Context: an optimization exercise on an open-source flow, tuned for small area and a short achievable clock period. The choices shown serve that exercise and are no tape-out recipe. No run shown here included a check of the RTL's function; only the layout flow was run.

===== design/flow/design.v =====
`timescale 1ns / 1ps
module axis_eth_fcs
(
    input  wire        clk,
    input  wire        rst,
    input  wire [127:0]  input_axis_tdata,
    input  wire [15:0]   input_axis_tstrb,
    input  wire          input_axis_tvalid,
    output wire          input_axis_tready,
    input  wire          input_axis_tlast,
    output wire [31:0] output_fcs,
    output wire        output_fcs_valid
);
reg [31:0] crc_raw;
reg crc_pad;
reg crc_restart;
reg fcs_valid_reg;
wire [15:0] s = input_axis_tstrb;
wire [31:0] u1;
wire p32 = crc_raw[27] ^ crc_raw[29];
wire p33 = crc_raw[28] ^ crc_raw[30];
wire p34 = crc_raw[25] ^ crc_raw[31];
wire p35 = crc_raw[24] ^ crc_raw[26];
wire p36 = p32 ^ p34;
wire p37 = p33 ^ p35;
wire p38 = crc_raw[26] ^ crc_raw[31];
wire p39 = crc_raw[27] ^ crc_raw[28];
wire p40 = crc_raw[26] ^ p33;
wire p41 = p32 ^ p38;
wire p42 = crc_raw[30] ^ p36;
wire p43 = crc_raw[24] ^ crc_raw[25];
wire p44 = crc_raw[28] ^ crc_raw[29];
wire p45 = crc_raw[27] ^ p33;
wire p46 = crc_raw[30] ^ p32;
wire p47 = p34 ^ p40;
assign u1[0] = crc_raw[24] ^ p36;
assign u1[1] = crc_raw[25] ^ p40;
assign u1[2] = p41;
assign u1[3] = p45;
assign u1[4] = crc_raw[31] ^ p44;
assign u1[5] = crc_raw[29] ^ crc_raw[30];
assign u1[6] = p43 ^ p46;
assign u1[7] = p47;
assign u1[8] = crc_raw[0] ^ p41;
assign u1[9] = crc_raw[1] ^ crc_raw[24] ^ crc_raw[29] ^ p33 ^ p34;
assign u1[10] = crc_raw[2] ^ crc_raw[27] ^ crc_raw[30] ^ p35;
assign u1[11] = crc_raw[3] ^ p34 ^ p39;
assign u1[12] = crc_raw[4] ^ crc_raw[26] ^ p44;
assign u1[13] = crc_raw[5] ^ p46;
assign u1[14] = crc_raw[6] ^ crc_raw[31] ^ p33;
assign u1[15] = crc_raw[7] ^ crc_raw[29] ^ crc_raw[31];
assign u1[16] = crc_raw[8] ^ crc_raw[24] ^ p42;
assign u1[17] = crc_raw[9] ^ p47;
assign u1[18] = crc_raw[10] ^ p41;
assign u1[19] = crc_raw[11] ^ p45;
assign u1[20] = crc_raw[12] ^ p39 ^ p43;
assign u1[21] = crc_raw[13] ^ crc_raw[31] ^ p35 ^ p39;
assign u1[22] = crc_raw[14] ^ crc_raw[24] ^ crc_raw[28] ^ crc_raw[31];
assign u1[23] = crc_raw[15] ^ crc_raw[25] ^ crc_raw[29];
assign u1[24] = crc_raw[16] ^ p35 ^ p42;
assign u1[25] = crc_raw[17] ^ crc_raw[29] ^ p37;
assign u1[26] = crc_raw[18] ^ p42;
assign u1[27] = crc_raw[19] ^ crc_raw[25] ^ p32 ^ p37;
assign u1[28] = crc_raw[20] ^ p37;
assign u1[29] = crc_raw[21] ^ p36;
assign u1[30] = crc_raw[22] ^ p36 ^ p37;
assign u1[31] = crc_raw[23] ^ p37;
wire [31:0] crc = crc_pad ? u1 : crc_raw;
assign input_axis_tready = 1'b1;
assign output_fcs = ~crc;
assign output_fcs_valid = fcs_valid_reg;
wire [31:0] c = crc | {32{crc_restart}};
wire [3:0] sw;
assign sw[0] = s[12];
assign sw[1] = s[8] & ~s[12];
assign sw[2] = s[4] & ~s[8];
assign sw[3] = ~s[4];
wire pad0 = ~s[1] | (s[2] & ~s[3]) | (s[4] & ~s[5]) | (s[6] & ~s[7]) |
            (s[8] & ~s[9]) | (s[10] & ~s[11]) | (s[12] & ~s[13]) | (s[14] & ~s[15]);
wire pad1 = ~s[1] | (s[1] & ~s[2]) | (s[4] & ~s[5]) | (s[5] & ~s[6]) |
            (s[8] & ~s[9]) | (s[9] & ~s[10]) | (s[12] & ~s[13]) | (s[13] & ~s[14]);
wire [127:0] dm;
genvar b;
generate
    for (b = 0; b < 16; b = b + 1) begin : mask
        if (b % 2 == 0) begin : keep
            assign dm[8*b +: 8] = input_axis_tdata[8*b +: 8];
        end else begin : zero
            assign dm[8*b +: 8] = input_axis_tdata[8*b +: 8] & {8{s[b]}};
        end
    end
endgenerate
wire [127:0] x0 = dm ^ {96'h0, c};
wire [127:0] y;
assign y[31:0]   = x0[31:0] & {32{sw[0]}};
assign y[63:32]  = (x0[63:32] & {32{sw[0]}}) | (x0[31:0] & {32{sw[1]}});
assign y[95:64]  = (x0[95:64] & {32{sw[0]}}) | (x0[63:32] & {32{sw[1]}}) |
                   (x0[31:0] & {32{sw[2]}});
assign y[127:96] = (x0[127:96] & {32{sw[0]}}) | (x0[95:64] & {32{sw[1]}}) |
                   (x0[63:32] & {32{sw[2]}}) | (x0[31:0] & {32{sw[3]}});
wire h = pad1;
wire [127:0] w = h ? {y[111:0], 16'h0} : y;
wire [31:0] ovf = {16'h0, c[31:16] & {16{~s[2]}}};
wire [31:0] t;
wire x128 = w[5] ^ w[14];
wire x129 = w[4] ^ w[33];
wire x130 = w[6] ^ w[44];
wire x131 = w[8] ^ w[29];
wire x132 = w[7] ^ w[22];
wire x133 = w[32] ^ w[75];
wire x134 = w[3] ^ w[76];
wire x135 = w[47] ^ w[67];
wire x136 = w[10] ^ w[96];
wire x137 = w[12] ^ w[98];
wire x138 = w[21] ^ w[77];
wire x139 = w[24] ^ w[80];
wire x140 = w[30] ^ w[68];
wire x141 = w[48] ^ w[69];
wire x142 = w[83] ^ w[103];
wire x143 = w[23] ^ x131;
wire x144 = w[34] ^ x128;
wire x145 = w[11] ^ w[45];
wire x146 = w[2] ^ w[118];
wire x147 = w[15] ^ w[16];
wire x148 = w[17] ^ w[70];
wire x149 = w[20] ^ w[99];
wire x150 = w[27] ^ w[37];
wire x151 = w[28] ^ w[38];
wire x152 = w[35] ^ w[36];
wire x153 = w[39] ^ w[40];
wire x154 = w[56] ^ w[71];
wire x155 = w[57] ^ w[72];
wire x156 = w[13] ^ x129;
wire x157 = w[9] ^ w[95];
wire x158 = w[19] ^ w[100];
wire x159 = w[25] ^ w[41];
wire x160 = w[26] ^ w[42];
wire x161 = w[31] ^ w[74];
wire x162 = w[43] ^ w[119];
wire x163 = w[46] ^ w[66];
wire x164 = w[49] ^ w[122];
wire x165 = w[50] ^ w[123];
wire x166 = w[51] ^ w[124];
wire x167 = w[52] ^ w[73];
wire x168 = w[53] ^ w[126];
wire x169 = w[54] ^ w[62];
wire x170 = w[79] ^ w[101];
wire x171 = w[78] ^ x132;
wire x172 = w[105] ^ x133;
wire x173 = w[125] ^ x130;
wire x174 = w[1] ^ w[85];
wire x175 = w[18] ^ w[58];
wire x176 = w[59] ^ w[82];
wire x177 = w[102] ^ x139;
wire x178 = w[104] ^ x141;
wire x179 = w[115] ^ x142;
wire x180 = w[120] ^ x135;
wire x181 = w[65] ^ x144;
wire x182 = w[91] ^ x143;
wire x183 = w[0] ^ w[88];
wire x184 = w[60] ^ w[89];
wire x185 = w[61] ^ w[84];
wire x186 = w[64] ^ w[121];
wire x187 = w[81] ^ w[127];
wire x188 = w[86] ^ w[106];
wire x189 = w[87] ^ w[94];
wire x190 = w[90] ^ w[110];
wire x191 = w[63] ^ x134;
wire x192 = w[92] ^ x137;
wire x193 = w[97] ^ x145;
wire x194 = w[108] ^ x147;
wire x195 = w[111] ^ x138;
wire x196 = w[107] ^ x140;
wire x197 = w[109] ^ x136;
wire x198 = w[112] ^ x154;
wire x199 = w[113] ^ x155;
wire x200 = x169 ^ x176;
wire x201 = x152 ^ x171;
wire x202 = x156 ^ x158;
wire x203 = w[48] ^ x167;
wire x204 = w[93] ^ x146;
wire x205 = w[114] ^ x148;
wire x206 = w[116] ^ x162;
wire x207 = w[117] ^ x174;
wire x208 = x151 ^ x157;
wire x209 = x150 ^ x196;
wire x210 = x166 ^ x172;
wire x211 = x173 ^ x199;
wire x212 = x153 ^ x182;
wire x213 = w[46] ^ w[89];
wire x214 = w[18] ^ x170;
wire x215 = w[55] ^ x168;
wire x216 = w[63] ^ x164;
wire x217 = w[103] ^ x161;
wire x218 = x149 ^ x163;
wire x219 = x160 ^ x185;
wire x220 = x175 ^ x187;
wire x221 = w[0] ^ x193;
wire x222 = x165 ^ x194;
wire x223 = x197 ^ x201;
wire x224 = w[15] ^ w[100];
wire x225 = w[17] ^ w[114];
wire x226 = w[25] ^ w[47];
wire x227 = w[30] ^ w[99];
wire x228 = w[51] ^ w[107];
wire x229 = w[53] ^ w[70];
wire x230 = w[75] ^ w[118];
wire x231 = w[7] ^ x155;
wire x232 = w[8] ^ x189;
wire x233 = w[16] ^ x188;
wire x234 = w[52] ^ x190;
wire x235 = w[59] ^ x159;
wire x236 = w[68] ^ x149;
wire x237 = w[69] ^ x189;
wire x238 = w[71] ^ x139;
wire x239 = w[86] ^ x184;
wire x240 = w[14] ^ x179;
wire x241 = w[38] ^ x192;
wire x242 = w[43] ^ x178;
wire x243 = w[73] ^ x177;
wire x244 = w[106] ^ x208;
wire x245 = x166 ^ x198;
wire x246 = x180 ^ x195;
wire x247 = w[29] ^ x181;
wire x248 = w[3] ^ w[72];
wire x249 = w[4] ^ w[121];
wire x250 = w[5] ^ w[74];
wire x251 = w[6] ^ w[80];
wire x252 = w[9] ^ w[112];
wire x253 = w[11] ^ w[94];
wire x254 = w[13] ^ w[57];
wire x255 = w[19] ^ w[39];
wire x256 = w[26] ^ w[37];
wire x257 = w[27] ^ w[62];
wire x258 = w[28] ^ w[120];
wire x259 = w[31] ^ w[101];
wire x260 = w[33] ^ w[36];
wire x261 = w[42] ^ w[109];
wire x262 = w[45] ^ w[108];
wire x263 = w[49] ^ w[77];
wire x264 = w[56] ^ w[58];
wire x265 = w[61] ^ w[127];
wire x266 = w[88] ^ w[102];
wire x267 = w[90] ^ w[93];
wire x268 = w[96] ^ w[126];
wire x269 = w[111] ^ w[127];
wire x270 = w[1] ^ x136;
wire x271 = w[20] ^ x134;
wire x272 = w[23] ^ x130;
wire x273 = w[32] ^ x186;
wire x274 = w[41] ^ x133;
wire x275 = w[55] ^ x161;
wire x276 = w[64] ^ x132;
wire x277 = w[65] ^ x153;
wire x278 = w[76] ^ x163;
wire x279 = w[78] ^ x137;
wire x280 = w[82] ^ x147;
wire x281 = w[84] ^ x167;
wire x282 = w[87] ^ x183;
wire x283 = w[91] ^ x140;
wire x284 = w[93] ^ x135;
wire x285 = w[101] ^ x226;
wire x286 = w[113] ^ x150;
wire x287 = w[117] ^ x227;
wire x288 = w[123] ^ x188;
wire x289 = x128 ^ x146;
wire x290 = x129 ^ x186;
wire x291 = x140 ^ x165;
wire x292 = x148 ^ x224;
wire x293 = x151 ^ x229;
wire x294 = x159 ^ x213;
wire x295 = w[66] ^ x178;
wire x296 = w[67] ^ x195;
wire x297 = w[79] ^ x177;
wire x298 = w[85] ^ x205;
wire x299 = w[98] ^ x200;
wire x300 = x143 ^ x170;
wire x301 = x145 ^ x207;
wire x302 = x154 ^ x172;
wire x303 = x168 ^ x278;
wire x304 = x192 ^ x214;
wire x305 = x198 ^ x233;
wire x306 = x200 ^ x219;
wire x307 = x203 ^ x215;
wire x308 = w[35] ^ x202;
wire x309 = w[40] ^ x221;
wire x310 = w[97] ^ x209;
wire x311 = x141 ^ x240;
wire x312 = x180 ^ x202;
wire x313 = x181 ^ x218;
wire x314 = x183 ^ x241;
wire x315 = w[54] ^ x223;
wire x316 = x212 ^ x262;
wire x317 = w[6] ^ w[112];
wire x318 = w[8] ^ w[61];
wire x319 = w[10] ^ w[80];
wire x320 = w[12] ^ w[119];
wire x321 = w[16] ^ w[43];
wire x322 = w[19] ^ w[122];
wire x323 = w[22] ^ w[40];
wire x324 = w[23] ^ w[39];
wire x325 = w[24] ^ w[76];
wire x326 = w[24] ^ w[94];
wire x327 = w[26] ^ w[58];
wire x328 = w[34] ^ w[95];
wire x329 = w[36] ^ w[110];
wire x330 = w[44] ^ w[60];
wire x331 = w[50] ^ w[81];
wire x332 = w[71] ^ w[84];
wire x333 = w[77] ^ w[111];
wire x334 = w[78] ^ w[105];
wire x335 = w[81] ^ w[94];
wire x336 = w[88] ^ w[125];
wire x337 = w[95] ^ w[108];
wire x338 = w[97] ^ w[121];
wire x339 = w[103] ^ w[119];
wire x340 = w[104] ^ w[115];
wire x341 = w[107] ^ w[110];
wire x342 = w[2] ^ x152;
wire x343 = w[3] ^ x146;
wire x344 = w[7] ^ x175;
wire x345 = w[15] ^ x157;
wire x346 = w[21] ^ x184;
wire x347 = w[35] ^ x249;
wire x348 = w[45] ^ x168;
wire x349 = w[46] ^ x257;
wire x350 = w[47] ^ x138;
wire x351 = w[67] ^ x251;
wire x352 = w[70] ^ x263;
wire x353 = w[72] ^ x265;
wire x354 = w[73] ^ x162;
wire x355 = w[74] ^ x253;
wire x356 = w[83] ^ x137;
wire x357 = w[92] ^ x184;
wire x358 = w[98] ^ x176;
wire x359 = w[102] ^ x138;
wire x360 = w[104] ^ x142;
wire x361 = w[109] ^ x248;
wire x362 = w[114] ^ x169;
wire x363 = w[116] ^ x225;
wire x364 = w[124] ^ x264;
wire x365 = w[125] ^ x131;
wire x366 = x128 ^ x160;
wire x367 = x132 ^ x260;
wire x368 = x136 ^ x174;
wire x369 = x151 ^ x190;
wire x370 = x164 ^ x175;
wire x371 = x164 ^ x228;
wire x372 = x185 ^ x319;
wire x373 = x230 ^ x255;
wire x374 = x250 ^ x258;
wire x375 = x261 ^ x268;
wire x376 = x267 ^ x336;
wire x377 = x323 ^ x339;
wire x378 = w[11] ^ x220;
wire x379 = w[13] ^ x216;
wire x380 = w[20] ^ x191;
wire x381 = w[27] ^ x206;
wire x382 = w[28] ^ x156;
wire x383 = w[42] ^ x294;
wire x384 = w[50] ^ x237;
wire x385 = w[54] ^ x276;
wire x386 = w[55] ^ x204;
wire x387 = w[59] ^ x285;
wire x388 = w[60] ^ x282;
wire x389 = w[64] ^ x217;
wire x390 = w[79] ^ x234;
wire x391 = w[92] ^ x238;
wire x392 = w[120] ^ x144;
wire x393 = w[122] ^ x217;
wire x394 = x130 ^ x289;
wire x395 = x133 ^ x216;
wire x396 = x148 ^ x207;
wire x397 = x152 ^ x191;
wire x398 = x156 ^ x193;
wire x399 = x157 ^ x287;
wire x400 = x158 ^ x237;
wire x401 = x159 ^ x206;
wire x402 = x160 ^ x270;
wire x403 = x162 ^ x205;
wire x404 = x170 ^ x236;
wire x405 = x171 ^ x333;
wire x406 = x173 ^ x232;
wire x407 = x178 ^ x328;
wire x408 = x179 ^ x269;
wire x409 = x179 ^ x318;
wire x410 = x180 ^ x213;
wire x411 = x187 ^ x290;
wire x412 = x194 ^ x350;
wire x413 = x204 ^ x277;
wire x414 = x206 ^ x254;
wire x415 = x214 ^ x256;
wire x416 = x218 ^ x231;
wire x417 = x220 ^ x284;
wire x418 = x232 ^ x345;
wire x419 = x239 ^ x351;
wire x420 = x259 ^ x368;
wire x421 = x266 ^ x274;
wire x422 = x275 ^ x283;
wire x423 = x293 ^ x361;
wire x424 = x332 ^ x359;
wire x425 = w[17] ^ x300;
wire x426 = w[49] ^ x209;
wire x427 = w[87] ^ x302;
wire x428 = w[116] ^ x295;
wire x429 = x129 ^ x211;
wire x430 = x149 ^ x210;
wire x431 = x186 ^ x298;
wire x432 = x197 ^ x297;
wire x433 = x201 ^ x244;
wire x434 = x210 ^ x281;
wire x435 = x211 ^ x228;
wire x436 = x231 ^ x242;
wire x437 = x234 ^ x403;
wire x438 = x235 ^ x303;
wire x439 = x243 ^ x330;
wire x440 = x245 ^ x341;
wire x441 = x245 ^ x354;
wire x442 = x246 ^ x377;
wire x443 = x246 ^ x391;
wire x444 = x272 ^ x304;
wire x445 = x273 ^ x406;
wire x446 = x288 ^ x307;
wire x447 = x296 ^ x399;
wire x448 = x301 ^ x325;
wire x449 = x306 ^ x352;
wire x450 = x182 ^ x314;
wire x451 = x212 ^ x398;
wire x452 = x221 ^ x247;
wire x453 = x247 ^ x312;
wire x454 = x310 ^ x445;
assign t[0] = w[18] ^ w[22] ^ w[33] ^ w[56] ^ w[99] ^ x135 ^ x185 ^ x252 ^ x270 ^ x279 ^ x292 ^ x335 ^ x343 ^ x349 ^ x360 ^ x395 ^ x401 ^ x422 ^ x439 ^ x452;
assign t[1] = w[2] ^ w[10] ^ w[57] ^ w[62] ^ w[81] ^ w[99] ^ w[113] ^ w[119] ^ x163 ^ x191 ^ x193 ^ x207 ^ x219 ^ x226 ^ x258 ^ x280 ^ x291 ^ x302 ^ x308 ^ x389 ^ x407 ^ x444;
assign t[2] = w[82] ^ w[96] ^ x145 ^ x177 ^ x204 ^ x233 ^ x259 ^ x263 ^ x327 ^ x349 ^ x356 ^ x397 ^ x430 ^ x431 ^ x436 ^ x453;
assign t[3] = x179 ^ x188 ^ x203 ^ x292 ^ x313 ^ x320 ^ x331 ^ x334 ^ x370 ^ x382 ^ x387 ^ x397 ^ x424 ^ x454;
assign t[4] = w[6] ^ w[72] ^ w[85] ^ x222 ^ x348 ^ x358 ^ x371 ^ x388 ^ x389 ^ x415 ^ x424 ^ x428 ^ x433 ^ x453;
assign t[5] = w[38] ^ w[121] ^ x203 ^ x210 ^ x222 ^ x255 ^ x266 ^ x300 ^ x313 ^ x315 ^ x353 ^ x360 ^ x396 ^ x419 ^ x426;
assign t[6] = w[1] ^ x150 ^ x173 ^ x191 ^ x210 ^ x223 ^ x293 ^ x305 ^ x313 ^ x316 ^ x346 ^ x356 ^ x384 ^ x390 ^ x401;
assign t[7] = w[37] ^ w[41] ^ w[109] ^ x219 ^ x244 ^ x282 ^ x287 ^ x292 ^ x303 ^ x342 ^ x385 ^ x390 ^ x435 ^ x443 ^ x451;
assign t[8] = w[100] ^ w[118] ^ w[121] ^ x181 ^ x209 ^ x238 ^ x248 ^ x252 ^ x307 ^ x314 ^ x316 ^ x321 ^ x329 ^ x362 ^ x383 ^ x405 ^ x417 ^ x420;
assign t[9] = w[22] ^ w[96] ^ x181 ^ x230 ^ x267 ^ x286 ^ x304 ^ x306 ^ x308 ^ x316 ^ x408 ^ x419 ^ x423 ^ x428;
assign t[10] = w[18] ^ w[66] ^ x192 ^ x202 ^ x225 ^ x271 ^ x272 ^ x285 ^ x301 ^ x315 ^ x369 ^ x393 ^ x413 ^ x427;
assign t[11] = w[19] ^ w[48] ^ x134 ^ x144 ^ x288 ^ x296 ^ x320 ^ x326 ^ x329 ^ x340 ^ x386 ^ x415 ^ x416 ^ x421 ^ x451;
assign t[12] = w[0] ^ w[116] ^ x144 ^ x241 ^ x243 ^ x271 ^ x308 ^ x317 ^ x334 ^ x364 ^ x383 ^ x418 ^ x426 ^ x442;
assign t[13] = w[113] ^ w[117] ^ x217 ^ x235 ^ x242 ^ x249 ^ x254 ^ x317 ^ x324 ^ x331 ^ x376 ^ x392 ^ x402 ^ x404 ^ x412 ^ x433;
assign t[14] = w[58] ^ w[100] ^ w[126] ^ x160 ^ x172 ^ x205 ^ x212 ^ x223 ^ x242 ^ x253 ^ x280 ^ x286 ^ x297 ^ x338 ^ x346 ^ x371 ^ x394;
assign t[15] = w[30] ^ w[105] ^ x134 ^ x150 ^ x164 ^ x187 ^ x222 ^ x235 ^ x238 ^ x244 ^ x309 ^ x367 ^ x409 ^ x437 ^ x444;
assign t[16] = w[65] ^ w[106] ^ x165 ^ x280 ^ x310 ^ x312 ^ x324 ^ x355 ^ x366 ^ x386 ^ x395 ^ x405 ^ x409 ^ x423 ^ x441;
assign t[17] = w[68] ^ w[75] ^ w[83] ^ x153 ^ x161 ^ x169 ^ x208 ^ x211 ^ x222 ^ x271 ^ x279 ^ x281 ^ x290 ^ x295 ^ x326 ^ x381 ^ x392 ^ x425 ^ x440;
assign t[18] = w[29] ^ w[34] ^ w[45] ^ w[69] ^ w[76] ^ x159 ^ x194 ^ x211 ^ x215 ^ x277 ^ x298 ^ x344 ^ x347 ^ x374 ^ x379 ^ x432 ^ x434 ^ x447;
assign t[19] = w[33] ^ w[77] ^ w[110] ^ w[115] ^ x158 ^ x167 ^ x220 ^ x230 ^ x251 ^ x291 ^ x305 ^ x309 ^ x315 ^ x365 ^ x366 ^ x393 ^ x431 ^ x438;
assign t[20] = w[25] ^ w[37] ^ w[86] ^ w[123] ^ x136 ^ x182 ^ x191 ^ x199 ^ x243 ^ x348 ^ x367 ^ x394 ^ x400 ^ x404 ^ x408 ^ x440 ^ x449;
assign t[21] = w[52] ^ w[65] ^ w[124] ^ x135 ^ x154 ^ x195 ^ x225 ^ x236 ^ x256 ^ x265 ^ x274 ^ x289 ^ x337 ^ x370 ^ x384 ^ x385 ^ x420 ^ x429 ^ x450;
assign t[22] = w[21] ^ w[51] ^ w[95] ^ x161 ^ x165 ^ x173 ^ x239 ^ x240 ^ x261 ^ x264 ^ x284 ^ x335 ^ x363 ^ x372 ^ x373 ^ x379 ^ x436 ^ x438 ^ x450;
assign t[23] = w[14] ^ w[44] ^ x153 ^ x190 ^ x203 ^ x268 ^ x276 ^ x291 ^ x340 ^ x357 ^ x414 ^ x417 ^ x418 ^ x430 ^ x448 ^ x449;
assign t[24] = w[5] ^ w[50] ^ w[53] ^ x134 ^ x143 ^ x177 ^ x227 ^ x305 ^ x322 ^ x358 ^ x376 ^ x378 ^ x396 ^ x407 ^ x434 ^ x442;
assign t[25] = w[15] ^ w[23] ^ w[77] ^ w[102] ^ x174 ^ x299 ^ x322 ^ x347 ^ x372 ^ x380 ^ x381 ^ x410 ^ x427 ^ x435 ^ x446 ^ x452;
assign t[26] = w[90] ^ x130 ^ x142 ^ x196 ^ x216 ^ x279 ^ x342 ^ x362 ^ x364 ^ x374 ^ x388 ^ x411 ^ x412 ^ x416 ^ x446 ^ x448;
assign t[27] = w[7] ^ w[41] ^ w[124] ^ x138 ^ x183 ^ x222 ^ x229 ^ x239 ^ x252 ^ x260 ^ x299 ^ x311 ^ x378 ^ x414 ^ x432 ^ x454;
assign t[28] = w[16] ^ w[24] ^ w[117] ^ x200 ^ x250 ^ x283 ^ x286 ^ x337 ^ x343 ^ x344 ^ x365 ^ x369 ^ x375 ^ x400 ^ x410 ^ x421 ^ x441;
assign t[29] = w[120] ^ x131 ^ x141 ^ x142 ^ x183 ^ x208 ^ x269 ^ x338 ^ x357 ^ x373 ^ x375 ^ x380 ^ x387 ^ x422 ^ x429 ^ x437;
assign t[30] = w[12] ^ x171 ^ x190 ^ x191 ^ x215 ^ x224 ^ x236 ^ x257 ^ x294 ^ x311 ^ x327 ^ x355 ^ x363 ^ x411 ^ x413 ^ x443;
assign t[31] = w[90] ^ x163 ^ x204 ^ x273 ^ x275 ^ x299 ^ x309 ^ x311 ^ x321 ^ x353 ^ x382 ^ x402 ^ x425 ^ x439 ^ x447;
always @(posedge clk or posedge rst) begin
    if (rst) begin
        crc_restart <= 1'b1;
        fcs_valid_reg <= 1'b0;
    end else begin
        fcs_valid_reg <= input_axis_tvalid & input_axis_tlast;
        if (input_axis_tvalid) begin
            crc_restart <= input_axis_tlast;
        end
    end
end
always @(posedge clk) begin
    if (input_axis_tvalid) begin
        crc_raw <= t ^ ovf;
        crc_pad <= pad0;
    end
end
endmodule

===== design/flow/flow/run.sh =====
#!/bin/bash
set -euo pipefail
cd "$(dirname "$0")/.."
if [[ -f flow/extra.mk ]]; then cat flow/extra.mk >> config.mk; fi
mapfile -t ARGS < <(grep -v '^\s*$' flow/args.txt)
bash standard.sh synth > flow_synth.log 2>&1
RES=orfs/results/${FLOW_PLATFORM}/axis_eth_fcs/base
cp $RES/1_2_yosys.v flow_1_2_yosys_standard.v
LIB=$(ls ${FLOW_HOME}/platforms/${FLOW_PLATFORM}/lib/sky130_fd_sc_hd__tt_025C_1v80.lib)
python3 flow/downsize.py $RES/1_2_yosys.v $LIB > flow_downsize.log 2>&1
touch $RES/1_2_yosys.v
bash standard.sh "${ARGS[@]}" finish > flow_finish.log 2>&1

===== design/flow/flow/args.txt =====
SETUP_SLACK_MARGIN=9.25
BUFFER_PORTS_ARGS=-buffer_cell sky130_fd_sc_hd__buf_2

===== design/flow/flow/downsize.py =====
#!/usr/bin/env python3
"""Set every combinational cell of a synthesized netlist to its smallest
drive strength (_1, or _0 where the platform has no _1 ... as listed in the
liberty file); flip-flops keep their cells. The timing repair later sizes up
what the constraints need."""
import re, sys
net, lib = sys.argv[1], sys.argv[2]
cells = set(re.findall(r'^\s*cell\s*\(\s*"?(sky130_fd_sc_hd__\w+?)"?\s*\)', open(lib).read(), re.M))
dont = set(sys.argv[3:])
def smallest(name):
    m = re.match(r'(sky130_fd_sc_hd__[a-z0-9]+?)_(\d+)$', name)
    if not m:
        return name
    base = m.group(1)
    if re.match(r'sky130_fd_sc_hd__(e?df|sdf|dl|conb|tap|fill|decap|clk)', base):
        return name
    for d in ("1", "0"):
        cand = "%s_%s" % (base, d)
        if cand in cells and cand not in dont:
            if int(d) < int(m.group(2)):
                return cand
            return name
    return name
src = open(net).read()
n = [0]
def sub(mo):
    new = smallest(mo.group(1))
    if new != mo.group(1):
        n[0] += 1
    return new + mo.group(2)
out = re.sub(r'\b(sky130_fd_sc_hd__\w+)(\s+[\\\w])', sub, src)
open(net, "w").write(out)
print("downsized", n[0], "cells")

===== design/flow/flow/extra.mk =====
export DONT_USE_CELLS += sky130_fd_sc_hd__xor3_1 sky130_fd_sc_hd__xor3_2 sky130_fd_sc_hd__xor3_4 sky130_fd_sc_hd__xnor3_1 sky130_fd_sc_hd__xnor3_2 sky130_fd_sc_hd__xnor3_4

===== design/flow/standard.sh =====
#!/bin/bash
# synth_recipe.tcl (not shown) runs the flow's synth.tcl, then flattens the netlist and writes it again
# the make line also repeats each setting of config.mk as NAME=value (left out here)
make -C /OpenROAD-flow-scripts/flow DESIGN_CONFIG=/design/flow/config.mk WORK_HOME=/design/flow/orfs CLKGATE_MAP_FILE= SYNTH_SCRIPT=/design/flow/synth_recipe.tcl "${@:-finish}"

===== design/flow/config.mk =====
export PLATFORM = sky130hd
export DESIGN_NAME = axis_eth_fcs
export DESIGN_NICKNAME = axis_eth_fcs
export VERILOG_FILES = /design/flow/design.v
export SDC_FILE = /design/flow/constraint.sdc
export NUM_CORES = 4
export LEC_CHECK = 0
export CAP_MARGIN = 20
export CORE_MARGIN = 2
export CORE_UTILIZATION = 40
export SETUP_SLACK_MARGIN = 0.3
export SLEW_MARGIN = 20
export DONT_USE_CELLS += sky130_fd_sc_hd__xor3_1 sky130_fd_sc_hd__xor3_2 sky130_fd_sc_hd__xor3_4 sky130_fd_sc_hd__xnor3_1 sky130_fd_sc_hd__xnor3_2 sky130_fd_sc_hd__xnor3_4

===== design/flow/constraint.sdc =====
create_clock -name core_clock -period 16.0 [get_ports {clk}]
set_input_delay 3.2000 -clock core_clock [delete_from_list [all_inputs] [get_ports {clk}]]
set_output_delay 3.2000 -clock core_clock [all_outputs]
set_load 0.01 [all_outputs]

==> qor.yml, run 1 <==
rows: 71
reg2reg_slack_ps: 9630
r2r-end: "crc_raw[25]$_DFFE_PP_"
crit_end: "crc_raw[27]$_DFFE_PP_"
grt_max_degree: 65
outcome: "timing/DRC/antenna clean"
synth_area_per_cell_um2: 7.57
h-tree-depth: 2
clockBufferDepth: 2
drive_above_1_share_pct: 27.2
synth_area_um2: 15300
period_minus_slack_ps: 6830
startpoint: "input_axis_tstrb[4]"
slew_headroom_pct: 27.8
start_kind: "input port"
grt_pass1_wl_um: 128000
setup_viol: 0
root_buffer: "clkbuf_16"
worst_path_max_delay_cell: "xnor2_2"
hold_class: "reg -> reg"
fillers: 3682
place_congestion: 1.13
yosysWarningCount: 1
drt-wirelength-per-cell_um: 34.6
hold_viol: 0
cp_cell_sequence: "buf_8 -> inv_1 -> o2111ai_4 -> or2_4 -> buf_16 -> buf_16 -> and3_2 -> a21o_2 -> xor2_4 -> buf_4 -> xnor2_1 -> xnor2_1 -> xnor2_2 -> xnor2_2 -> xor2_1 -> xnor2_1"
antenna_found_initial: 1
via_per_inst: 6.44
track_usage_pct: 46.5
dp_hpwl_um: 76400
fmax_ghz: 0.146
arrival_ps: 6850
grt_overflow: 0
vias: 17800
crit_top_cell: "xnor2_1"
largest_reg_flops: 32
regMostFlops: "crc_raw"
ant_nets: 0
first_iter_violations: 2913
criticalPathCategory: "in -> reg"
cts_buffers: 5
post-place-ws_ps: 6980
nets: 2394
coreArea_um2: 37700
port_buffers: 179
dr.pass1.iters: 13
clk_latency_ps: 280
rsz0062_at_grt: "yes"
reg2reg_from: "crc_pad$_DFFE_PP_"
drc: 0
hold_depth: 4
crit_required_ps: 16030
worstMarginPinSlew_ps: 1080
drv_cap: 0
area_growth_pct: 34.0
start_util_pct: 40.6
setup_tns_ps: 0
ff2ff_path_depth: 13
critPathMaxStageDelay_ps: 410
dieArea_um2: 39800
die_w_um: 200
cts_tree: "built"
fin_ws_ps: 9170
synth_cells: 2021
cts_sinks: 35
postSynthNetCount: 2169
die_h_um: 200
period_share_pct: 42.7
n_antenna_cell: 0
slew_viol_final: 0
io-pin-count: 182
clkTransAtPathRegs_ps: 60
worstPathMaxFanout: 26
routed_wl_um: 95400
endpoint_kind: "flop"
fin_skew_ps: 4.03
grt_pass1_vias: 16500
==> cells in the final DEF (no fill, tap or decap), types with 9 or more instances in the layout <==
cell         n
edfxtp_1    33
o21ai_2     14
xor2_2      30
xnor2_1    602
buf_4      122
and2_1      17
buf_12      12
a21oi_1     87
nor2b_1     24
xor2_4      20
mux2i_4     11
a22o_1      10
a21oi_4     10
nand2b_1    17
o22ai_1      9
a221oi_1    11
mux2_1       9
buf_2      174
a211oi_1    17
clkbuf_16    9
o211ai_1    13
a22oi_1     26
o21ai_1     18
inv_1       13
xor2_1     186
o21ai_0     56
mux2i_1     32
xnor2_2     90
nor2_1     116
nor3_1      11
a222oi_1    25
nand3_1     13
o21a_1       9
and3_1      12
a21oi_2     20
nand2_1    141
==> critical path: cells and delay by family <==
family | cells | cell delay (ps)
AOI/OAI and AO/OA | 2 | 540
and+or+nand+nor | 2 | 620
xor gates and xnor gates | 7 | 1440
buffers and inverters | 5 | 980
==> worst min-delay path by stage <==
| stage | start | endpoint |
|---|---|---|
| 2_1_floorplan | crc_restart$_DFFE_PP1P_ | crc_restart$_DFFE_PP1P_ |
| 3_3_place_gp | crc_restart$_DFFE_PP1P_ | crc_restart$_DFFE_PP1P_ |
| 3_5_place_dp | crc_restart$_DFFE_PP1P_ | crc_restart$_DFFE_PP1P_ |
| 4_1_cts | crc_restart$_DFFE_PP1P_ | crc_restart$_DFFE_PP1P_ |
| 5_1_grt | crc_restart$_DFFE_PP1P_ | crc_restart$_DFFE_PP1P_ |
| 6_report | crc_restart$_DFFE_PP1P_ | crc_restart$_DFFE_PP1P_ |
==> metrics by stage <==
step | util, % | area [µm²] | cells | hold slack, ps
after global routing | 54.4 | 20500 | 2758 | 1220
after global placement | 45.1 | 17000 | 2668 | 1110
after floorplan | - | 15300 | 2021 | 1040
final | 54.4 | 20500 | 2758 | 1180
after CTS | 51.1 | 19200 | 2721 | 1150
after detailed placement | 45.2 | 17000 | 2670 | 1140
==> layout make-up <==
cell class	instances	area (µm²)	share of cell area, %
clock buffer	5	125	0.610
clock inverter	3	67.6	0.330
inverter	14	52.6	0.256
multi-input combinational	1860	16100	78.3
sequential	35	1040	5.08
tap	511	639	3.12
timing repair buffer	330	2520	12.3
==> metal layers <==
| metal | up-vias | global-route usage (%) | wire (µm) |
|---|---|---|---|
| met5 | - | 0 | 15 |
| met4 | 2 | 30.5 | 8510 |
| met3 | 408 | 12.5 | 12200 |
| met2 | 1465 | 70.0 | 39200 |
| met1 | 8501 | 58.2 | 35400 |
| li1 | 7385 | - | - |
==> timing repair <==
item,CTS,global route
endpoints found under the setup margin,32,32
cloned,8,4
buffers inserted,35,33
pin swaps,25,35
resized for setup,253,130
hold buffers,0,0
==> inputs of run 2 (changes only) <==
--- a/design/flow/design.v
+++ b/design/flow/design.v
@@ -12,11 +12,12 @@
     output wire        output_fcs_valid
 );
 reg [31:0] crc_raw;
-reg crc_pad;
+reg [1:0] crc_pad;
 reg crc_restart;
 reg fcs_valid_reg;
 wire [15:0] s = input_axis_tstrb;
-wire [31:0] u1;
+wire [31:0] crc;
+wire [31:0] u1, u2, u3;
 wire p32 = crc_raw[27] ^ crc_raw[29];
 wire p33 = crc_raw[28] ^ crc_raw[30];
 wire p34 = crc_raw[25] ^ crc_raw[31];
@@ -65,7 +66,162 @@
 assign u1[29] = crc_raw[21] ^ p36;
 assign u1[30] = crc_raw[22] ^ p36 ^ p37;
 assign u1[31] = crc_raw[23] ^ p37;
-wire [31:0] crc = crc_pad ? u1 : crc_raw;
+wire q32 = crc_raw[19] ^ crc_raw[21];
+wire q33 = crc_raw[20] ^ crc_raw[22];
+wire q34 = crc_raw[17] ^ crc_raw[23];
+wire q35 = crc_raw[18] ^ crc_raw[24];
+wire q36 = crc_raw[16] ^ crc_raw[28];
+wire q37 = crc_raw[25] ^ crc_raw[27];
+wire q38 = crc_raw[26] ^ crc_raw[29];
+wire q39 = crc_raw[30] ^ q32;
+wire q40 = crc_raw[31] ^ q33;
+wire q41 = crc_raw[21] ^ crc_raw[24];
+wire q42 = crc_raw[28] ^ crc_raw[30];
+wire q43 = crc_raw[25] ^ q35;
+wire q44 = crc_raw[16] ^ crc_raw[22];
+wire q45 = crc_raw[19] ^ crc_raw[20];
+wire q46 = crc_raw[23] ^ crc_raw[29];
+wire q47 = crc_raw[27] ^ q34;
+wire q48 = crc_raw[31] ^ q38;
+wire q49 = crc_raw[26] ^ q40;
+wire q50 = q36 ^ q40;
+wire q51 = crc_raw[17] ^ crc_raw[26];
+wire q52 = crc_raw[19] ^ crc_raw[24];
+wire q53 = crc_raw[20] ^ crc_raw[21];
+wire q54 = crc_raw[17] ^ q38;
+wire q55 = crc_raw[18] ^ q34;
+wire q56 = crc_raw[22] ^ q32;
+wire q57 = crc_raw[23] ^ q36;
+wire q58 = crc_raw[25] ^ q34;
+wire q59 = crc_raw[27] ^ q35;
+wire q60 = crc_raw[30] ^ q33;
+wire q61 = q34 ^ q37;
+wire q62 = q37 ^ q46;
+wire q63 = q41 ^ q42;
+wire q64 = q39 ^ q47;
+assign u2[0] = q32 ^ q36 ^ q61;
+assign u2[1] = crc_raw[28] ^ q33 ^ q35 ^ q54;
+assign u2[2] = crc_raw[18] ^ q39 ^ q62;
+assign u2[3] = q42 ^ q49 ^ q52;
+assign u2[4] = crc_raw[31] ^ q53 ^ q62;
+assign u2[5] = crc_raw[22] ^ crc_raw[26] ^ q63;
+assign u2[6] = crc_raw[17] ^ crc_raw[29] ^ crc_raw[31] ^ q36 ^ q56;
+assign u2[7] = crc_raw[29] ^ q55 ^ q60;
+assign u2[8] = crc_raw[23] ^ crc_raw[31] ^ q35 ^ q39;
+assign u2[9] = q41 ^ q47 ^ q50;
+assign u2[10] = crc_raw[19] ^ crc_raw[29] ^ q44 ^ q59;
+assign u2[11] = q42 ^ q45 ^ q58;
+assign u2[12] = q35 ^ q48 ^ q53;
+assign u2[13] = crc_raw[22] ^ q37 ^ q39;
+assign u2[14] = crc_raw[23] ^ crc_raw[28] ^ q49;
+assign u2[15] = crc_raw[27] ^ q41 ^ q46;
+assign u2[16] = crc_raw[0] ^ crc_raw[24] ^ q44 ^ q64;
+assign u2[17] = crc_raw[1] ^ crc_raw[28] ^ q34 ^ q40 ^ q43;
+assign u2[18] = crc_raw[2] ^ crc_raw[23] ^ q32 ^ q38 ^ q43;
+assign u2[19] = crc_raw[3] ^ crc_raw[26] ^ q37 ^ q52 ^ q60;
+assign u2[20] = crc_raw[4] ^ crc_raw[16] ^ crc_raw[31] ^ q45 ^ q51;
+assign u2[21] = crc_raw[5] ^ crc_raw[18] ^ crc_raw[25] ^ q45 ^ q57;
+assign u2[22] = crc_raw[6] ^ crc_raw[20] ^ crc_raw[24] ^ q37 ^ q38 ^ q57;
+assign u2[23] = crc_raw[7] ^ q37 ^ q54 ^ q63;
+assign u2[24] = crc_raw[8] ^ q39 ^ q44 ^ q48 ^ q55;
+assign u2[25] = crc_raw[9] ^ crc_raw[21] ^ crc_raw[30] ^ q43 ^ q50;
+assign u2[26] = crc_raw[10] ^ q48 ^ q56 ^ q58;
+assign u2[27] = crc_raw[11] ^ q33 ^ q36 ^ q39 ^ q43 ^ q51;
+assign u2[28] = crc_raw[12] ^ crc_raw[18] ^ q38 ^ q50;
+assign u2[29] = crc_raw[13] ^ crc_raw[29] ^ q64;
+assign u2[30] = crc_raw[14] ^ crc_raw[16] ^ q35 ^ q39 ^ q40 ^ q61;
+assign u2[31] = crc_raw[15] ^ crc_raw[16] ^ q49 ^ q59;
+wire r32 = crc_raw[13] ^ crc_raw[31];
+wire r33 = crc_raw[12] ^ crc_raw[14];
+wire r34 = crc_raw[11] ^ crc_raw[15];
+wire r35 = crc_raw[16] ^ crc_raw[25];
+wire r36 = crc_raw[21] ^ crc_raw[24];
+wire r37 = crc_raw[10] ^ crc_raw[26];
+wire r38 = crc_raw[8] ^ crc_raw[9];
+wire r39 = crc_raw[17] ^ crc_raw[19];
+wire r40 = crc_raw[18] ^ crc_raw[20];
+wire r41 = crc_raw[22] ^ crc_raw[29];
+wire r42 = crc_raw[23] ^ crc_raw[30];
+wire r43 = crc_raw[27] ^ r33;
+wire r44 = crc_raw[14] ^ r32;
+wire r45 = crc_raw[13] ^ r34;
+wire r46 = crc_raw[17] ^ r37;
+wire r47 = crc_raw[22] ^ r35;
+wire r48 = crc_raw[28] ^ r43;
+wire r49 = crc_raw[21] ^ crc_raw[28];
+wire r50 = crc_raw[15] ^ r36;
+wire r51 = crc_raw[24] ^ r38;
+wire r52 = r33 ^ r42;
+wire r53 = crc_raw[8] ^ crc_raw[29];
+wire r54 = crc_raw[10] ^ crc_raw[18];
+wire r55 = crc_raw[12] ^ crc_raw[30];
+wire r56 = crc_raw[16] ^ crc_raw[19];
+wire r57 = crc_raw[11] ^ r41;
+wire r58 = crc_raw[12] ^ r42;
+wire r59 = crc_raw[20] ^ r32;
+wire r60 = crc_raw[23] ^ r36;
+wire r61 = crc_raw[26] ^ r34;
+wire r62 = crc_raw[9] ^ crc_raw[17];
+wire r63 = crc_raw[9] ^ crc_raw[25];
+wire r64 = crc_raw[15] ^ crc_raw[23];
+wire r65 = crc_raw[16] ^ crc_raw[27];
+wire r66 = crc_raw[18] ^ crc_raw[28];
+wire r67 = crc_raw[20] ^ crc_raw[25];
+wire r68 = crc_raw[9] ^ r35;
+wire r69 = crc_raw[10] ^ r40;
+wire r70 = crc_raw[11] ^ r38;
+wire r71 = crc_raw[22] ^ r37;
+wire r72 = crc_raw[27] ^ r62;
+wire r73 = crc_raw[29] ^ r66;
+wire r74 = crc_raw[31] ^ r53;
+wire r75 = r32 ^ r40;
+wire r76 = r34 ^ r41;
+wire r77 = r35 ^ r39;
+wire r78 = r39 ^ r49;
+wire r79 = crc_raw[8] ^ r52;
+wire r80 = crc_raw[24] ^ r44;
+wire r81 = crc_raw[27] ^ r47;
+wire r82 = r36 ^ r45;
+wire r83 = r39 ^ r50;
+wire r84 = r44 ^ r60;
+wire r85 = r46 ^ r47;
+wire r86 = r51 ^ r61;
+wire r87 = r48 ^ r64;
+assign u3[0] = r39 ^ r59 ^ r86;
+assign u3[1] = crc_raw[21] ^ r43 ^ r68 ^ r69;
+assign u3[2] = r45 ^ r71 ^ r78;
+assign u3[3] = crc_raw[16] ^ crc_raw[23] ^ r40 ^ r43 ^ r57;
+assign u3[4] = crc_raw[13] ^ crc_raw[28] ^ r58 ^ r83;
+assign u3[5] = r35 ^ r40 ^ r41 ^ r80;
+assign u3[6] = r36 ^ r42 ^ r44 ^ r67 ^ r70;
+assign u3[7] = crc_raw[31] ^ r33 ^ r50 ^ r63 ^ r71;
+assign u3[8] = crc_raw[23] ^ r37 ^ r45 ^ r81;
+assign u3[9] = r38 ^ r56 ^ r59 ^ r87;
+assign u3[10] = crc_raw[11] ^ crc_raw[14] ^ r37 ^ r49 ^ r56 ^ r74;
+assign u3[11] = crc_raw[20] ^ r55 ^ r72 ^ r76;
+assign u3[12] = crc_raw[16] ^ r32 ^ r49 ^ r54 ^ r58;
+assign u3[13] = r39 ^ r57 ^ r80;
+assign u3[14] = crc_raw[15] ^ crc_raw[25] ^ r40 ^ r52;
+assign u3[15] = crc_raw[26] ^ r32 ^ r50 ^ r56;
+assign u3[16] = crc_raw[19] ^ r44 ^ r81 ^ r86;
+assign u3[17] = crc_raw[20] ^ r46 ^ r68 ^ r87;
+assign u3[18] = r46 ^ r65 ^ r73 ^ r82;
+assign u3[19] = crc_raw[18] ^ crc_raw[30] ^ r48 ^ r57 ^ r77;
+assign u3[20] = crc_raw[11] ^ r51 ^ r58 ^ r73;
+assign u3[21] = r34 ^ r46 ^ r53 ^ r55 ^ r67;
+assign u3[22] = crc_raw[8] ^ r40 ^ r55 ^ r65 ^ r83;
+assign u3[23] = crc_raw[9] ^ r47 ^ r75 ^ r78;
+assign u3[24] = crc_raw[0] ^ r38 ^ r54 ^ r76 ^ r84;
+assign u3[25] = crc_raw[1] ^ r59 ^ r79 ^ r85;
+assign u3[26] = crc_raw[2] ^ crc_raw[18] ^ r61 ^ r72 ^ r84;
+assign u3[27] = crc_raw[3] ^ r48 ^ r70 ^ r75 ^ r85;
+assign u3[28] = crc_raw[4] ^ r48 ^ r60 ^ r69 ^ r74;
+assign u3[29] = crc_raw[5] ^ crc_raw[19] ^ crc_raw[28] ^ crc_raw[30] ^ r41 ^ r63 ^ r82;
+assign u3[30] = crc_raw[6] ^ crc_raw[10] ^ r41 ^ r45 ^ r51 ^ r52 ^ r77;
+assign u3[31] = crc_raw[7] ^ crc_raw[19] ^ r35 ^ r54 ^ r79;
+assign crc = crc_pad == 2'd0 ? crc_raw :
+             crc_pad == 2'd1 ? u1 :
+             crc_pad == 2'd2 ? u2 : u3;
 assign input_axis_tready = 1'b1;
 assign output_fcs = ~crc;
 assign output_fcs_valid = fcs_valid_reg;
@@ -83,7 +239,7 @@
 genvar b;
 generate
     for (b = 0; b < 16; b = b + 1) begin : mask
-        if (b % 2 == 0) begin : keep
+        if (b % 4 == 0) begin : keep
             assign dm[8*b +: 8] = input_axis_tdata[8*b +: 8];
         end else begin : zero
             assign dm[8*b +: 8] = input_axis_tdata[8*b +: 8] & {8{s[b]}};
@@ -91,16 +247,13 @@
     end
 endgenerate
 wire [127:0] x0 = dm ^ {96'h0, c};
-wire [127:0] y;
-assign y[31:0]   = x0[31:0] & {32{sw[0]}};
-assign y[63:32]  = (x0[63:32] & {32{sw[0]}}) | (x0[31:0] & {32{sw[1]}});
-assign y[95:64]  = (x0[95:64] & {32{sw[0]}}) | (x0[63:32] & {32{sw[1]}}) |
+wire [127:0] w;
+assign w[31:0]   = x0[31:0] & {32{sw[0]}};
+assign w[63:32]  = (x0[63:32] & {32{sw[0]}}) | (x0[31:0] & {32{sw[1]}});
+assign w[95:64]  = (x0[95:64] & {32{sw[0]}}) | (x0[63:32] & {32{sw[1]}}) |
                    (x0[31:0] & {32{sw[2]}});
-assign y[127:96] = (x0[127:96] & {32{sw[0]}}) | (x0[95:64] & {32{sw[1]}}) |
+assign w[127:96] = (x0[127:96] & {32{sw[0]}}) | (x0[95:64] & {32{sw[1]}}) |
                    (x0[63:32] & {32{sw[2]}}) | (x0[31:0] & {32{sw[3]}});
-wire h = pad1;
-wire [127:0] w = h ? {y[111:0], 16'h0} : y;
-wire [31:0] ovf = {16'h0, c[31:16] & {16{~s[2]}}};
 wire [31:0] t;
 wire x128 = w[5] ^ w[14];
 wire x129 = w[4] ^ w[33];
@@ -474,8 +627,8 @@
 end
 always @(posedge clk) begin
     if (input_axis_tvalid) begin
-        crc_raw <= t ^ ovf;
-        crc_pad <= pad0;
+        crc_raw <= t;
+        crc_pad <= {pad1, pad0};
     end
 end
 endmodule
==> run 2 against run 1 <==
Net effect:
- now fails the layout checks on max-capacitance violations, max-slew violations
- global-route usage decreased by 2.3 points
- largest cell class unchanged
- wire length grew 4.0%
- worst setup slack lost 43 ps
- highest routed layer unchanged
- synthesized cell count grew 6.9%
- via count fell by 0.65%
- area after synthesis is 9.6% higher
- core utilization decreased by 5.9 points
- worst hold slack improved by 180 ps
- sequential share of layout area grew 0.30 points
- sequential cell count is 1 higher
- critical path type unchanged
==> qor.yml, run 2 <==
hold_viol: 0  # unchanged
post-place-cells: 2824  # +5.8%
r2r-end: "crc_raw[2]$_DFFE_PP_"
met3_usage_pct: 7.33  # -5.2 points
layout_commonest_cell: "xnor2_1"
postSynthNetCount: 2308  # +6.4%
holdBufCountCts: 0  # unchanged
drt-wirelength-per-cell_um: 34.8  # +0.53%
n_antenna_cell: 0  # unchanged
drv_cap: 1  # +1
regMostFlops: "crc_raw"
grt_overflow: 0  # unchanged
grt-busiest-layer: "met2"
reg2reg_slack_ps: 9520  # -110 ps
dieArea_um2: 43500  # +9.4%
endpoint_kind: "flop"
arrival_ps: 6890  # +40 ps
first_iter_violations: 2343  # -20%
cts_tree: "built"
final_cell_mix: "873 x xnor2_1, 215 x xor2_1, 176 x buf_2, 155 x nand2_1, 90 x buf_4"
h-tree-depth: 2  # unchanged
largestRegisters: "crc_raw: 32 flops, crc_pad: 2 flops"
synth_area_per_cell_um2: 7.76  # +2.5%
startpoint: "input_axis_tstrb[4]"
coreArea_um2: 41100  # +9.1%
fin_ws_ps: 9130  # -43.2 ps
grt_pass1_wl_um: 135000  # +5.5%
final_util_pct: 48.5  # -5.9 points
largest_reg_flops: 32  # unchanged
die_h_um: 209  # +4.6%
clockBufferDepth: 2  # unchanged
dr.pass1.iters: 7  # -6
grt_pass1_vias: 16700  # +1.1%
ff2ff_path_depth: 15  # +2
crit_required_ps: 16020  # about the same
crit_end: "crc_raw[3]$_DFFE_PP_"
dp_hpwl_um: 81700  # +7.0%
via_per_inst: 6.19  # -3.9%
die_w_um: 209  # +4.6%
track_usage_pct: 44.3  # -2.3 points
grt_use_met1_pct: 55.0  # -3.2 points
stdcell_count: 2852  # +3.4%
hold_depth: 4  # unchanged
cts_sinks: 36  # +2.9%
criticalPathCategory: "in -> reg"
antenna_found_initial: 1  # unchanged
check.faults: "max-capacitance violations, max-slew violations"
slew_viol_final: 1  # +1
setup_tns_ps: 0  # unchanged
synth_cells: 2160  # +6.9%
post-place-ws_ps: 7460  # +482 ps
slew_headroom_pct: -0.0517  # -28 points
reg2reg_from: "crc_raw[11]$_DFFE_PP_"
drc: 0  # unchanged
start_kind: "input port"
fin_skew_ps: 9.30  # +5.27 ps
rsz0062_at_grt: "yes"
period_share_pct: 42.9  # +0.27 points
period_minus_slack_ps: 6870  # +43.2 ps
vias: 17600  # -0.65%
root_buffer: "clkbuf_16"
gr-usage-met2_pct: 69.3  # -0.77 points
clk_latency_ps: 290  # about the same
hold_class: "reg -> reg"
nets: 2467  # +3.0%
io-pin-count: 182  # unchanged
port_buffers: 179  # unchanged
place_congestion: 1.13  # +0.15%
rows: 74  # +4.2%
yosysWarningCount: 1  # unchanged
start_util_pct: 40.8  # +0.15 points
synth_area_um2: 16800  # +9.6%
fillers: 4154  # +13%
drive_above_1_share_pct: 19.0  # -8.2 points
hp-start: "crc_restart$_DFFE_PP1P_"
setup_viol: 0  # unchanged
worstPathMaxFanout: 34  # +31%
outcome: "complete, but fails checks"
fmax_ghz: 0.146  # -0.63%
grt_max_degree: 54  # -17%
ant_nets: 0  # unchanged
area_growth_pct: 18.9
clkTransAtPathRegs_ps: 70  # about the same
cts_buffers: 5  # unchanged
worstMarginPinSlew_ps: 1490  # +405 ps
routed_wl_um: 99100  # +4.0%
-- run 2: critical path, cell delays in order --
cell        delay (ps)
buf_6              280
clkinvlp_4         240
nor2_2             170
buf_8              280
a222oi_1           140
o21ai_0            120
a311o_1            540
xor2_2             410
xnor2_1            160
xnor2_1            610
xor2_1             180
xnor2_1            240
xnor2_1            160
xnor2_1            110
-- run 2: per-layer routing --
metal	vias up	wire [µm]
met2	1335	42400
met4	2	9430
met3	371	9920
met1	8444	37400
li1	7494	-
met5	-	13
-- run 2: cell type report --
cell class | instances | area (µm²) | share of cell area [%]
multi-input combinational | 1980 | 16300 | 81.6
clock inverter | 3 | 18.8 | 0.0942
sequential | 36 | 1070 | 5.38
inverter | 19 | 76.3 | 0.383
tap | 532 | 666 | 3.34
timing repair buffer | 276 | 1700 | 8.55
timing repair inverter | 1 | 5.00 | 0.0251
clock buffer | 5 | 125 | 0.628
-- run 2: worst min path at each step --
stage	endpoint	slack, ps
floorplan	crc_restart$_DFFE_PP1P_	840
global placement	crc_restart$_DFFE_PP1P_	1260
detailed placement	crc_restart$_DFFE_PP1P_	1280
CTS	crc_restart$_DFFE_PP1P_	1290
global route	crc_restart$_DFFE_PP1P_	1380
finish	crc_restart$_DFFE_PP1P_	1350
-- run 2: what timing repair did --
item / in CTS / in global routing
buffers inserted: 11 / 7
resized for setup: 111 / 74
endpoints found under the setup margin: 48 / 37
gates cloned: 1 / 0
pin swaps: 4 / 6
-- run 2: stage by stage --
stage	cell area, µm²	hold WS (ps)
2_1_floorplan	16800	839
3_3_place_gp	18500	1260
3_5_place_dp	18500	1280
4_1_cts	19400	1290
5_1_grt	19900	1380
6_report	19900	1350

-- re-timing with driven ports --
How much do the figures lean on ideal ports? The routed layouts below were timed once more, with nothing changed but the port constraints. Step 1: set_driving_cell puts a clkbuf_16 on clk and a buf_2 on each other input, an assumption about the parent block. Step 2 times the ports against the registers' clock, not the clock port: input delays grow and output delays shrink by t, the midpoint of the rising clock arrivals with the driver on. Slacks: ideal ports / drivers / drivers and shift; pairs: ideal ports / drivers.
run	t (ns)	setup slack, ns	worst register clock-pin slew, ns
run 1	0.307	9.174 / 9.090 / 8.783	0.06 / 0.06
run 2	0.327	9.131 / 9.133 / 8.806	0.07 / 0.07
The setup slack of run 1, which loses most, moves by -0.084 ns with the drivers and by -0.391 ns with both steps.
